This design comes from an exercise in tuning for small area on the open sky130 flow, not from production work. RTL that was checked went through simulation tests only; none was proved equivalent to the original. For run 2, only the layout was checked, not whether the RTL still works.

### design/flow/constraint.sdc
create_clock -name core_clock -period 40.0 [get_ports {clk}]
set_input_delay 8.0000 -clock core_clock [delete_from_list [all_inputs] [get_ports {clk}]]
set_output_delay 8.0000 -clock core_clock [all_outputs]
set_load 0.01 [all_outputs]
### design/flow/standard.sh
#!/bin/bash
# synth_recipe.tcl (not shown) runs the flow's synth.tcl, then flattens the netlist and writes it again
# the make line also repeats each setting of config.mk as NAME=value (left out here)
make -C /OpenROAD-flow-scripts/flow DESIGN_CONFIG=/design/flow/config.mk WORK_HOME=/design/flow/orfs CLKGATE_MAP_FILE= SYNTH_SCRIPT=/design/flow/synth_recipe.tcl "${@:-finish}"
### design/flow/flow/synth.tcl
# The standard synthesis (synth_recipe.tcl, sourced unchanged) with one
# difference: ABC maps the combinational logic with an area-oriented script.
proc abc {args} {
  set i [lsearch $args -script]
  if {$i >= 0} {
    set args [lreplace $args [expr {$i + 1}] [expr {$i + 1}] $::env(OWN_ABC_SCRIPT)]
  }
  yosys abc {*}$args
}
source $::env(OWN_WORK)/synth_recipe.tcl
### design/flow/config.mk
export PLATFORM = sky130hd
export DESIGN_NAME = directconnection
export DESIGN_NICKNAME = directconnection
export VERILOG_FILES = /design/flow/design.v
export SDC_FILE = /design/flow/constraint.sdc
export NUM_CORES = 4
export LEC_CHECK = 0
export ABC_AREA = 1
export CAP_MARGIN = 20
export CORE_MARGIN = 2
export CORE_UTILIZATION = 40
export SLEW_MARGIN = 20
### design/flow/flow/run.sh
#!/bin/bash
# Own layout flow: the standard ORFS flow (standard.sh) with
#  - an area-oriented ABC script for the combinational logic in synthesis
#  - CTS without dummy loads and with small clock buffers
#  - port buffers of the smallest buffer cell
# Each tool's output goes to a log file in this folder.
set -euo pipefail
W=$PWD
export OWN_WORK=$W
export OWN_ABC_SCRIPT=$W/flow/area.abc
CTS="-sink_clustering_enable -repair_clock_nets -dont_use_dummy_load -buf_list {sky130_fd_sc_hd__clkbuf_4 sky130_fd_sc_hd__clkbuf_8}"
BUFP="-buffer_cell sky130_fd_sc_hd__buf_1"
export CTS_ARGS="$CTS"
export BUFFER_PORTS_ARGS="$BUFP"
bash standard.sh SYNTH_SCRIPT=$W/flow/synth.tcl "CTS_ARGS=$CTS" "BUFFER_PORTS_ARGS=$BUFP" finish > $W/orfs_make.log 2>&1
### design/flow/design.v
`timescale 1ns / 1ps
module ButtonDebounce
    (
        input wire clk,
        input wire reset,
        input wire sig,
        output reg pls
    );
    localparam [11:0] INV = 12'hAAA;
    reg [11:0] s;
    reg lastSig;
    reg stable;
    wire [11:0] lf = s ^ INV;
    wire low_zero = ~|lf[10:0];
    wire full = low_zero & ~lf[11];
    wire fb = (lf[11] ^ lf[5] ^ lf[3] ^ lf[0]) & ~low_zero;
    wire clr = reset | (sig ^ lastSig);
    wire [11:0] lf_next = clr ? 12'h001 : {lf[10:0], fb};
    always @(posedge clk)
    begin
        s <= lf_next ^ INV;
        lastSig <= ~reset & sig;
        if (reset)
            stable <= 1'b0;
        else if (~(sig ^ lastSig) & full)
            stable <= lastSig;
        pls <= ~reset & ~stable & sig & lastSig & full;
    end
endmodule
`timescale 1ns / 1ps
module hex2bcd(
    input wire sys_clk,
    input wire reset,
    input wire [15:0] HexIn,
    output reg [15:0] BCD_out
    );
    reg [3:0] digit0, digit1, digit2, digit3;
    reg [4:0] j;
    wire carry0 = digit0[3] | (digit0[2] & (digit0[1] | digit0[0]));
    wire carry1 = digit1[3] | (digit1[2] & (digit1[1] | digit1[0]));
    wire carry2 = digit2[3] | (digit2[2] & (digit2[1] | digit2[0]));
    wire [2:0] md0, md1, md2;
    assign md0 = {(digit0[2] & ~digit0[1] & ~digit0[0]) | (digit0[3] & digit0[0]),
                  (digit0[1] & (~digit0[2] | digit0[0])) | (digit0[3] & ~digit0[0]),
                  (digit0[0] & ~digit0[2] & ~digit0[3]) | (digit0[2] & digit0[1] & ~digit0[0]) | (digit0[3] & ~digit0[0])};
    assign md1 = {(digit1[2] & ~digit1[1] & ~digit1[0]) | (digit1[3] & digit1[0]),
                  (digit1[1] & (~digit1[2] | digit1[0])) | (digit1[3] & ~digit1[0]),
                  (digit1[0] & ~digit1[2] & ~digit1[3]) | (digit1[2] & digit1[1] & ~digit1[0]) | (digit1[3] & ~digit1[0])};
    assign md2 = {(digit2[2] & ~digit2[1] & ~digit2[0]) | (digit2[3] & digit2[0]),
                  (digit2[1] & (~digit2[2] | digit2[0])) | (digit2[3] & ~digit2[0]),
                  (digit2[0] & ~digit2[2] & ~digit2[3]) | (digit2[2] & digit2[1] & ~digit2[0]) | (digit2[3] & ~digit2[0])};
    wire store = j[4] & ~j[0];
    wire start = j[4] & j[0];
    wire bitin = HexIn[~j[3:0]];
    always @(posedge sys_clk) begin
        digit0 <= {md0, bitin} & {4{~start}};
        digit1 <= {md1, carry0} & {4{~start}};
        digit2 <= {md2, carry1} & {4{~start}};
        digit3 <= {digit3[2:0], carry2} & {4{~start}};
        if (reset)
            BCD_out <= 16'd0;
        else if (store)
            BCD_out <= (HexIn < 16'd10000) ? {digit3, digit2, digit1, digit0} : 16'h9999;
        if (reset | store)
            j <= 5'd31;
        else
            j <= j + 5'd1;
    end
endmodule
module LedDriver(input clk,
                 input reset,
                 input [15:0] value,
                 input bcd,
                 output [7:0] SSEG_CA,
                 output [3:0] SSEG_AN);
  reg [1:0] state;
  reg [3:0] dr;       
  reg [1:0] pos;      
  reg valid;
  wire [15:0] BCD_out;
  hex2bcd MyHex2BCD(.sys_clk(clk), .reset(reset), .HexIn(value), .BCD_out(BCD_out));
  wire [15:0] src = bcd ? BCD_out : value;
  wire [3:0] sel = {state[1] & state[0], state[1] & ~state[0],
                    ~state[1] & state[0], ~state[1] & ~state[0]};
  wire [3:0] digit = ({4{sel[0]}} & src[3:0]) | ({4{sel[1]}} & src[7:4]) |
                     ({4{sel[2]}} & src[11:8]) | ({4{sel[3]}} & src[15:12]);
  localparam [16:0] TINV = 17'h0AAAA;
  reg [16:0] tq;
  wire [16:0] timer = tq ^ TINV;
  wire term = (timer == 17'h13243);
  wire tclr = reset | term;
  wire [16:0] timer_next = tclr ? 17'h00001 : {timer[15:0], timer[16] ^ timer[13]};
  always @(posedge clk) begin
    tq <= timer_next ^ TINV;
    if (reset)
      state <= 2'd0;
    else if (term)
      state <= state + 2'd1;
    valid <= ~reset;
    dr <= digit;
    pos <= state;
  end
  localparam [15:0] PAT0 = 16'h3812, PAT1 = 16'hD860, PAT2 = 16'hD004, PAT3 = 16'h8492,
                    PAT4 = 16'h02BA, PAT5 = 16'h308E, PAT6 = 16'h0083;
  wire [15:0] oh;    
  genvar v;
  generate
    for (v = 0; v < 16; v = v + 1) begin : dec
      assign oh[v] = (dr == v);
    end
  endgenerate
  wire [6:0] pat = {|(oh & PAT6), |(oh & PAT5), |(oh & PAT4), |(oh & PAT3),
                    |(oh & PAT2), |(oh & PAT1), |(oh & PAT0)};
  assign SSEG_CA = valid ? {1'b1, pat} : 8'b0;
  assign SSEG_AN = {valid & ~(pos[1] & pos[0]), valid & ~(pos[1] & ~pos[0]),
                    valid & ~(~pos[1] & pos[0]), valid & ~(~pos[1] & ~pos[0])};
endmodule
`timescale 1ns / 1ps
module directconnection(
	input wire clk,
	input wire reset,
	input wire [7:0] sw,
	input wire [4:0] btn,
	output wire [7:0] Led,
	output wire [7:0] seg,
	output wire [3:0] an
	);
	wire add;
	wire sub;
	wire mul;
	wire div;
	wire rst;
	assign Led = sw;
	ButtonDebounce add_button_debounce(.clk(clk), .reset(reset), .sig(btn[0]), .pls(add));
	ButtonDebounce sub_button_debounce(.clk(clk), .reset(reset), .sig(btn[4]), .pls(sub));
	ButtonDebounce mul_button_debounce(.clk(clk), .reset(reset), .sig(btn[2]), .pls(mul));
	ButtonDebounce div_button_debounce(.clk(clk), .reset(reset), .sig(btn[3]), .pls(div));
	ButtonDebounce rst_button_debounce(.clk(clk), .reset(reset), .sig(btn[1]), .pls(rst));
	reg [2:0] op;
	reg [6:0] inp;               
	reg [15:0] accn;             
	wire [15:0] acc = ~accn;
	wire [6:0] m;
	assign m[0] = op[2] ? inp[0] : (op[1] | ~op[0]);
	assign m[6:1] = {6{op[2]}} & inp[6:1];
	wire subsel = op[1] & op[0];
	wire [15:0] a = {{9{subsel}}, {7{op[1]}} & (inp ^ {7{op[0]}})};
	wire divsel = op[2] & op[0];
	wire [15:0] p;
	MulAdd u_muladd(.x(acc), .m(m), .a(a), .cin(subsel), .p(p));
	wire [15:0] q;
	Div16by7 u_div(.nn(accn), .d(inp), .q(q));
	wire [15:0] val = divsel ? q : p;    
	LedDriver Display(.clk(clk), .reset(reset), .value(val), .bcd(sw[7]), .SSEG_CA(seg), .SSEG_AN(an));
	always @(posedge clk) begin
		accn <= ~val;
		inp <= sw[6:0];
		op[2] <= ~reset & ~add & ~sub & (mul | div);
		op[1] <= ~reset & (add | sub);
		op[0] <= reset | (~add & (sub | (~mul & (div | rst))));
	end
endmodule
module MulAdd(
	input wire [15:0] x,
	input wire [6:0] m,
	input wire [15:0] a,
	input wire cin,
	output wire [15:0] p
	);
	wire [15:0] s [0:6];
	genvar j, i;
	wire [16:0] c0;
	assign c0[0] = cin;
	generate
		for (i = 0; i < 16; i = i + 1) begin : r0
			wire pp = x[i] & m[0];
			assign s[0][i] = pp ^ a[i] ^ c0[i];
			assign c0[i+1] = (pp & a[i]) | (pp & c0[i]) | (a[i] & c0[i]);
		end
		for (j = 1; j < 7; j = j + 1) begin : row
			wire [16:0] c;
			assign c[j] = 1'b0;
			assign s[j][j-1:0] = s[j-1][j-1:0];
			for (i = j; i < 16; i = i + 1) begin : col
				wire pp = x[i-j] & m[j];
				assign s[j][i] = pp ^ s[j-1][i] ^ c[i];
				assign c[i+1] = (pp & s[j-1][i]) | (pp & c[i]) | (s[j-1][i] & c[i]);
			end
		end
	endgenerate
	assign p = s[6];
endmodule
module Div16by7(
	input wire [15:0] nn,
	input wire [6:0] d,
	output wire [15:0] q
	);
	wire [15:0] n = ~nn;
	wire [6:0] dn = ~d;
	wire [7:0] rr [0:16];   
	assign rr[0] = 8'd0;
	genvar k, i;
	generate
		for (k = 1; k <= 16; k = k + 1) begin : st
			localparam W = (k < 8) ? k : 8;    
			localparam POS = k % 2;             
			wire [7:0] w;                       
			if (W > 1) begin : wg
				assign w = {{(9-W){1'b0}}, rr[k-1][W-2:0], POS ? n[16-k] : nn[16-k]};
			end else begin : w1
				assign w = {7'd0, POS ? n[16-k] : nn[16-k]};
			end
			wire [W:0] c;
			wire [W-1:0] df;
			assign c[0] = POS ? 1'b1 : 1'b0;
			for (i = 0; i < W; i = i + 1) begin : bit_
				wire di = (i < 7) ? (POS ? dn[i] : d[i]) : (POS ? 1'b1 : 1'b0);
				assign df[i] = w[i] ^ di ^ c[i];
				assign c[i+1] = (w[i] & di) | (w[i] & c[i]) | (di & c[i]);
			end
			wire hz;   
			if (W < 7) begin : hzg
				assign hz = &dn[6:W];
			end else begin : hzn
				assign hz = 1'b1;
			end
			assign q[16-k] = hz & (POS ? c[W] : ~c[W]);
			wire [W-1:0] sel = q[16-k] ? df : w[W-1:0];
			assign rr[k] = {{(8-W){1'b0}}, ~sel};
		end
	endgenerate
endmodule
### design/flow/flow/area.abc
strash; dch; amap; topo; stime -c
==> results of run 1 <==
logic make-up after synthesis:
logic type | synth area share
XOR/XNOR | 0.00583
AND/OR/NAND/NOR | 0.180
adder cells (fa/ha/maj) | 0.284
flip-flops | 0.312
AO/OA/AOI/OAI | 0.163
buffers and inverters | 0.0550
what timing repair did:
action,CTS,global route
endpoints found under the hold margin,0,0
resized for setup,0,14
setup endpoints to repair,0,5
cells in the final DEF (no fill, tap or decap), drive strengths merged, types with 17 or more instances in the layout:
cell / instances
nor3: 28
clkinv: 135
fa: 133
nand3: 40
or2: 25
a221oi: 22
o22ai: 71
nor2: 195
nor2b: 17
nand2: 64
ha: 26
o21ai: 36
a21oi: 48
dfxtp: 164
buf: 46
clkbuf: 17
final timing paths:
kind	cells past startpoint	endpoint	slack (ns)
worst max-delay path	136	Display.MyHex2BCD.digit0[0]$_DFF_P_	2.87
worst min-delay path	1	add_button_debounce.s[5]$_DFF_P_	0.37
worst min register to register	1	add_button_debounce.s[5]$_DFF_P_	0.37
worst max register to register	136	Display.MyHex2BCD.digit0[0]$_DFF_P_	2.87
through the flow:
| step | std cells | cell area, um^2 | util | TNS, ns |
|---|---|---|---|---|
| 6_report | 1536 | 11400 | 0.439 | 0 |
| 5_1_grt | 1536 | 11400 | 0.439 | -0.0191 |
| 4_1_cts | 1536 | 11300 | 0.437 | 0 |
| 3_5_place_dp | 1519 | 11100 | 0.428 | 0 |
| 3_3_place_gp | 1519 | 11100 | 0.428 | 0 |
| 2_1_floorplan | 1147 | 10500 | - | 0 |
metal layers:
metal,wire length [um],GRT usage,up-vias
li1,-,-,4087
met1,11600,0.255,4042
met2,11700,0.307,180
met3,1030,0.0279,32
met4,510,0.0578,0
met5,0,0,-
registers in the layout (all words and copies together) (netlist names), 2 cells and up:
signal                     cells
Display.MyHex2BCD.BCD_out     16
Display.MyHex2BCD.digit0       4
Display.MyHex2BCD.digit1       4
Display.MyHex2BCD.digit2       4
Display.MyHex2BCD.digit3       4
Display.MyHex2BCD.j            5
Display.dr                     4
Display.pos                    2
Display.state                  2
Display.tq                    17
accn                          16
add_button_debounce.s         12
div_button_debounce.s         12
inp                            7
mul_button_debounce.s         12
op                             3
rst_button_debounce.s         12
sub_button_debounce.s         12
layout make-up:
| type | count | area [um^2] | share of cell area |
|---|---|---|---|
| Sequential cell | 164 | 3280 | 0.288 |
| Clock buffer | 17 | 234 | 0.0205 |
| Timing Repair Buffer | 46 | 218 | 0.0191 |
| Tap cell | 335 | 419 | 0.0368 |
| Multi-Input combinational cell | 838 | 6720 | 0.590 |
| Inverter | 136 | 514 | 0.0452 |
critical path: cells and delay by family, from the launching register on:
family,cells,cell delay (ns)
buf+inv,16,2.40
simple gates,23,4.37
compound gates,42,7.97
flops,1,0.44
fa+ha+maj,55,21.76
==> reports/metrics.yaml, run 1 <==
global_route:
  overflow: 0
  grt_pass1_vias: 8117
  grtUsageTotal: 0.187
  antenna_found_initial: 0
  grt_pass1_wl_um: 41600
  grt_max_degree: 51
synth:
  synth_edf_count: 0
  netlist.area_leader.share: 0.312
  avgSynthCellArea_um2: 9.17
  yosysMostFrequentCell: "nor2_1"
  yosys_warnings: 6
  netlist_instances: 1147
  ys_ff_latch: 164
  synth.area.top_cells: "dfxtp_1 31%, fa_1 25%, nor2_1 7.0%"
  async_reset_ff_frac: 0
  synth_nets: 1321
  synth-seq-area-share: 0.312
  ys.flop_type: "dfxtp_1"
  synth_cell_type_count: 43
  yosysTopAreaCell: "dfxtp_1"
  syn_area_um2: 10500
  synth_commonest_cells: "195 x nor2_1, 164 x dfxtp_1, 136 x clkinv_1, 133 x fa_1, 71 x o22ai_1"
die:
  die-width_um: 166
  coreArea_um2: 25900
  die_y_um: 166
  ios: 35
  start_util: 0.406
  rows: 59
  die_area_um2: 27600
clocking:
  clock_sinks: 164
  cts_tree: "built"
  cts_hold_buf: 0
  clock_latency_ns: 0.46
  clkSlewWorstSetupHoldPaths_ns: 0.10
  cts-buffers-inserted: 17
  clock_path_buffers: 2
  cts_htree_levels: 4
  post_cts_buffers: 0
  cts_root_buffer: "clkbuf_8"
flow_run:
  cap_violations: 0
place:
  pre_cts_slack_ns: 1.04
  place_congestion: 0.855
  port_buffers: 34
  hpwlAfterDp_um: 18700
worst_setup_path:
  cp.arrival_ns: 37.44
  crit_start: "inp[6]$_DFF_P_"
  cp-start-kind: "register"
  endpoint_kind: "register"
  crit_top_cell: "fa_1"
  required_ns: 40.31
  rr_startpoint: "inp[6]$_DFF_P_"
  worstPathMaxFanout: 10
  path_class: "register to register"
  max_stage_delay_ns: 0.49
  worst_path_max_delay_cell: "fa_1"
timing:
  whs_ns: 0.372
  fin_crit_sh: 0.928
  skew_ns: 0.0445
  slew_headroom: 0.451
  finalCriticalPeriod_ns: 37.13
  fin_ws_ns: 2.87
  tightest_slew_ns: 0.819
  setup-violations-final: 0
  hold_viol_final: 0
  fmax_mhz: 26.9
  finalMaxSlewViolations: 0
route:
  via_count: 8341
  vias_per_cell: 5.43
  remaining_drc_errors: 0
  postRouteAntennaNets: 0
  wl_um: 24800
  wl_per_cell_um: 16.2
  firstDrtPassIters: 5
  drt_iter0_markers: 529
finish:
  n_antenna_cell: 0
  nets: 1377
  drive_gt1_frac: 0.0341
  syn_to_final_growth_pct: 8.31
  nFillCells: 2535
worst_hold_path:
  min-delay-start: "add_button_debounce.s[4]$_SDFF_PP0_"
  hp-class: "register to register"
outcome:
  status: "timing/DRC/antenna clean"
==> run 2: changes to the inputs <==
--- a/design/flow/design.v
+++ b/design/flow/design.v
@@ -39,24 +39,26 @@
     wire carry0 = digit0[3] | (digit0[2] & (digit0[1] | digit0[0]));
     wire carry1 = digit1[3] | (digit1[2] & (digit1[1] | digit1[0]));
     wire carry2 = digit2[3] | (digit2[2] & (digit2[1] | digit2[0]));
-    wire [2:0] md0, md1, md2;
-    assign md0 = {(digit0[2] & ~digit0[1] & ~digit0[0]) | (digit0[3] & digit0[0]),
-                  (digit0[1] & (~digit0[2] | digit0[0])) | (digit0[3] & ~digit0[0]),
-                  (digit0[0] & ~digit0[2] & ~digit0[3]) | (digit0[2] & digit0[1] & ~digit0[0]) | (digit0[3] & ~digit0[0])};
-    assign md1 = {(digit1[2] & ~digit1[1] & ~digit1[0]) | (digit1[3] & digit1[0]),
-                  (digit1[1] & (~digit1[2] | digit1[0])) | (digit1[3] & ~digit1[0]),
-                  (digit1[0] & ~digit1[2] & ~digit1[3]) | (digit1[2] & digit1[1] & ~digit1[0]) | (digit1[3] & ~digit1[0])};
-    assign md2 = {(digit2[2] & ~digit2[1] & ~digit2[0]) | (digit2[3] & digit2[0]),
-                  (digit2[1] & (~digit2[2] | digit2[0])) | (digit2[3] & ~digit2[0]),
-                  (digit2[0] & ~digit2[2] & ~digit2[3]) | (digit2[2] & digit2[1] & ~digit2[0]) | (digit2[3] & ~digit2[0])};
+    function [2:0] mod5(input [3:0] d);
+        mod5 = {(d[2] & ~d[1] & ~d[0]) | (d[3] & d[0]),
+                (d[1] & (~d[2] | d[0])) | (d[3] & ~d[0]),
+                (d[0] & ~d[2] & ~d[3]) | (d[2] & d[1] & ~d[0]) | (d[3] & ~d[0])};
+    endfunction
     wire store = j[4] & ~j[0];
     wire start = j[4] & j[0];
     wire bitin = HexIn[~j[3:0]];
     always @(posedge sys_clk) begin
-        digit0 <= {md0, bitin} & {4{~start}};
-        digit1 <= {md1, carry0} & {4{~start}};
-        digit2 <= {md2, carry1} & {4{~start}};
-        digit3 <= {digit3[2:0], carry2} & {4{~start}};
+        if (start) begin
+            digit0 <= 4'd0;
+            digit1 <= 4'd0;
+            digit2 <= 4'd0;
+            digit3 <= 4'd0;
+        end else begin
+            digit0 <= {mod5(digit0), bitin};
+            digit1 <= {mod5(digit1), carry0};
+            digit2 <= {mod5(digit2), carry1};
+            digit3 <= {digit3[2:0], carry2};
+        end
         if (reset)
             BCD_out <= 16'd0;
         else if (store)
==> reports/metrics.yaml, run 2 <==
place:
  place_congestion: 0.879  # +2.8%
  dpl.cell_count: 1517  # -0.13%
  port_buffers: 34  # unchanged
  hpwlAfterDp_um: 18500  # -1.0%
  dpl_cell_area_um2: 11100  # about the same
die:
  die_y_um: 166  # +0.12%
  rows: 59  # unchanged
  die_area_um2: 27700  # +0.23%
  die-width_um: 166  # +0.12%
  start_util: 0.406  # about the same
  coreArea_um2: 26000  # +0.28%
  ios: 35  # unchanged
worst_setup_path:
  crit_start: "inp[6]$_DFF_P_"
  worst-r2r-setup-slack_ns: 3.05  # +0.17 ns
  crit_top_cell: "fa_1"
  cp.arrival_ns: 37.25  # -0.19 ns
  critPathBufInv: 23  # +7
  path_class: "register to register"
  worst_path_max_delay_cell: "or4_1"
  endpoint_kind: "register"
  worstPathMaxFanout: 11  # +1
  cp_num_cells: 131  # -3.7%
  path_delay_family: "adder cells"
  rr_startpoint: "inp[6]$_DFF_P_"
  required_ns: 40.30  # about the same
  endpoint: "Display.dr[0]$_DFF_P_"
  cp-start-kind: "register"
  rr_worst_depth: 131  # -3.7%
  max_stage_delay_ns: 0.54  # +0.05 ns
  rr_endpoint: "Display.dr[0]$_DFF_P_"
synth:
  netlist_instances: 1148  # +0.087%
  synth_nets: 1322  # +0.076%
  avgSynthCellArea_um2: 9.18  # +0.15%
  synth_edf_count: 0  # unchanged
  ys_ff_latch: 164  # unchanged
  netlist.area_leader.share: 0.312  # -0.000742
  synth_cell_type_count: 44  # +2.3%
  synth_commonest_cells: "210 x nor2_1, 164 x dfxtp_1, 133 x fa_1, 129 x clkinv_1, 71 x nand2_1"
  yosysTopAreaCell: "dfxtp_1"
  syn_area_um2: 10500  # +0.24%
  async_reset_ff_frac: 0  # unchanged
  ys.flop_type: "dfxtp_1"
  synth.area.top_cells: "dfxtp_1 31%, fa_1 25%, nor2_1 7.5%"
  yosys_warnings: 6  # unchanged
  synth-seq-area-share: 0.312  # -0.000742
  yosysMostFrequentCell: "nor2_1"
clocking:
  clock_latency_ns: 0.45  # about the same
  clock_sinks: 164  # unchanged
  clock_path_buffers: 2  # unchanged
  cts_hold_buf: 0  # unchanged
  cts_root_buffer: "clkbuf_8"
  cts-buffers-inserted: 17  # unchanged
  clkSlewWorstSetupHoldPaths_ns: 0.08  # -0.02 ns
  cts_tree: "built"
  cts_htree_levels: 4  # unchanged
timing:
  skew_ns: 0.0338  # -0.0107 ns
  tightest_slew_ns: 0.976  # +0.158 ns
  setup-violations-final: 0  # unchanged
  hold_viol_final: 0  # unchanged
  rsz0062_at_grt: "false"
  fin_crit_sh: 0.924  # -0.00437
  whs_ns: 0.371  # -0.00142 ns
  finalMaxSlewViolations: 0  # unchanged
  finalCriticalPeriod_ns: 36.95  # -0.175 ns
  slew_headroom: 0.342  # -0.109
  setup_tns_ns: 0  # unchanged
  fmax_mhz: 27.1  # +0.47%
finish:
  mostFrequentLayoutCells: "207 x nor2_1, 164 x dfxtp_1, 133 x fa_1"
  drive_gt1_frac: 0.0364  # +0.00226
  n_antenna_cell: 0  # unchanged
  nets: 1385  # +0.58%
  instances_no_fill: 1544  # +0.52%
  largest_reg_flops: 17  # unchanged
  layout_commonest_cell: "nor2_1"
  largestRegisters: "Display.tq (17), Display.MyHex2BCD.BCD_out (16), accn (16)"
  syn_to_final_growth_pct: 8.42
  largest-register: "Display.tq"
  final_area_um2: 11400  # +0.34%
global_route:
  antenna_found_initial: 0  # unchanged
  grtUsageTotal: 0.183  # -0.00334
  overflow: 0  # unchanged
  grt_pass1_vias: 8149  # +0.39%
  grt_pass1_wl_um: 40900  # -1.8%
  grt_max_degree: 38  # -25%
worst_hold_path:
  hp-class: "register to register"
route:
  top_layer_used: "met4"
  via_count: 8293  # -0.58%
  postRouteAntennaNets: 0  # unchanged
  remaining_drc_errors: 0  # unchanged
  drt_iter0_markers: 452  # -15%
  route.met3.wl_um: 887  # -14%
  vias_per_cell: 5.37  # -1.1%
  wl_met2_um: 11500  # -1.4%
  wl_per_cell_um: 15.7  # -2.6%
  firstDrtPassIters: 6  # +1
  wl_um: 24300  # -2.1%
  wl_met1_um: 11100  # -4.2%
flow_run:
  cap_violations: 0  # unchanged
outcome:
  status: "timing/DRC/antenna clean"
## run 2: changes by cell type after synthesis, moves of 7 or more
cell,delta
a21oi_1,-14
nand2_1,+7
nor3_1,-12
nand3_1,-12
nand2b_1,+13
nor2_1,+15
clkinv_1,-7
## run 2: stage by stage
step / setup WS (ns) / utilization
3_5_place_dp: 1.86 / 0.427
4_1_cts: 1.80 / 0.436
6_report: 3.05 / 0.440
5_1_grt: 0.117 / 0.440
2_1_floorplan: 5.70 / -
3_3_place_gp: 3.11 / 0.427
## run 2: worst min path at each step
stage                                             start                                to  slack (ns)  cells past startpoint
floorplan           add_button_debounce.s[8]$_SDFF_PP0_  add_button_debounce.s[9]$_DFF_P_        0.37                      1
global placement    add_button_debounce.s[2]$_SDFF_PP0_  add_button_debounce.s[3]$_DFF_P_        0.37                      1
detailed placement  mul_button_debounce.s[2]$_SDFF_PP0_  mul_button_debounce.s[3]$_DFF_P_        0.38                      1
CTS                 add_button_debounce.s[2]$_SDFF_PP0_  add_button_debounce.s[3]$_DFF_P_        0.37                      1
global route        add_button_debounce.s[2]$_SDFF_PP0_  add_button_debounce.s[3]$_DFF_P_        0.37                      1
finish              add_button_debounce.s[2]$_SDFF_PP0_  add_button_debounce.s[3]$_DFF_P_        0.37                      1
## run 2: cells by family (layout without fill, tap and decap cells)
family,after synthesis,after routing,synth area share
AO/OA/AOI/OAI,242,242,0.155
XOR/XNOR,9,9,0.00748
adder cells (fa/ha/maj),159,159,0.284
buffers and inverters,138,199,0.0524
flip-flops,164,164,0.312
AND/OR/NAND/NOR,436,436,0.190
## run 2: timing repair
| item | 4_1_cts | 5_1_grt |
|---|---|---|
| gates resized for setup | 0 | 7 |
| setup endpoints to repair | 0 | 4 |
| setup buffers | 0 | 10 |
## run 2: area by class of cell
cell class,count,area [um^2]
fill,2616,14600
multi-input combinational,846,6720
sequential,164,3280
inverter,129,495
tap,335,419
timing repair buffer,53,270
clock buffer,17,234
## run 2: worst register-to-register path, delay by kind of cell (launching register included)
| family | cells | cell delay, ns |
|---|---|---|
| flops | 1 | 0.29 |
| fa+ha+maj | 55 | 19.69 |
| xor+xnor | 1 | 0.20 |
| buf+inv | 23 | 4.23 |
| simple gates | 24 | 6.33 |
| compound gates | 28 | 6.05 |
## run 2: layer usage
| metal | vias to the layer above | global-route usage |
|---|---|---|
| met3 | 36 | 0.0305 |
| met2 | 169 | 0.304 |
| met5 | - | 0 |
| met1 | 4001 | 0.241 |
| li1 | 4087 | - |
| met4 | 0 | 0.0705 |

separate check: timing with driven ports:
No port has a modelled driver above. Below, the same layouts with a new extraction and two added sets of constraints. Step 1 assumes that a clkbuf_16 drives the clock port and a buf_2 every other input. Step 2 adds t to the input delays and takes it off the output delays; t is the mean of the earliest and latest rising clock arrival at the registers after step 1. Input paths then give back, and output paths get back, about the clock's delay inside the block. Slacks: ideal / step 1 / step 2; pairs: ideal / step 1.
run | t, ns | slack for setup (ns) | worst setup path at the end | pins driven straight from the clock port
run 1 | 0.480 | 2.874 / 2.874 / 2.874 | register to register | 1
run 2 | 0.472 | 3.049 / 3.049 / 3.049 | register to register | 1
After both steps setup and hold are still met in every run listed.
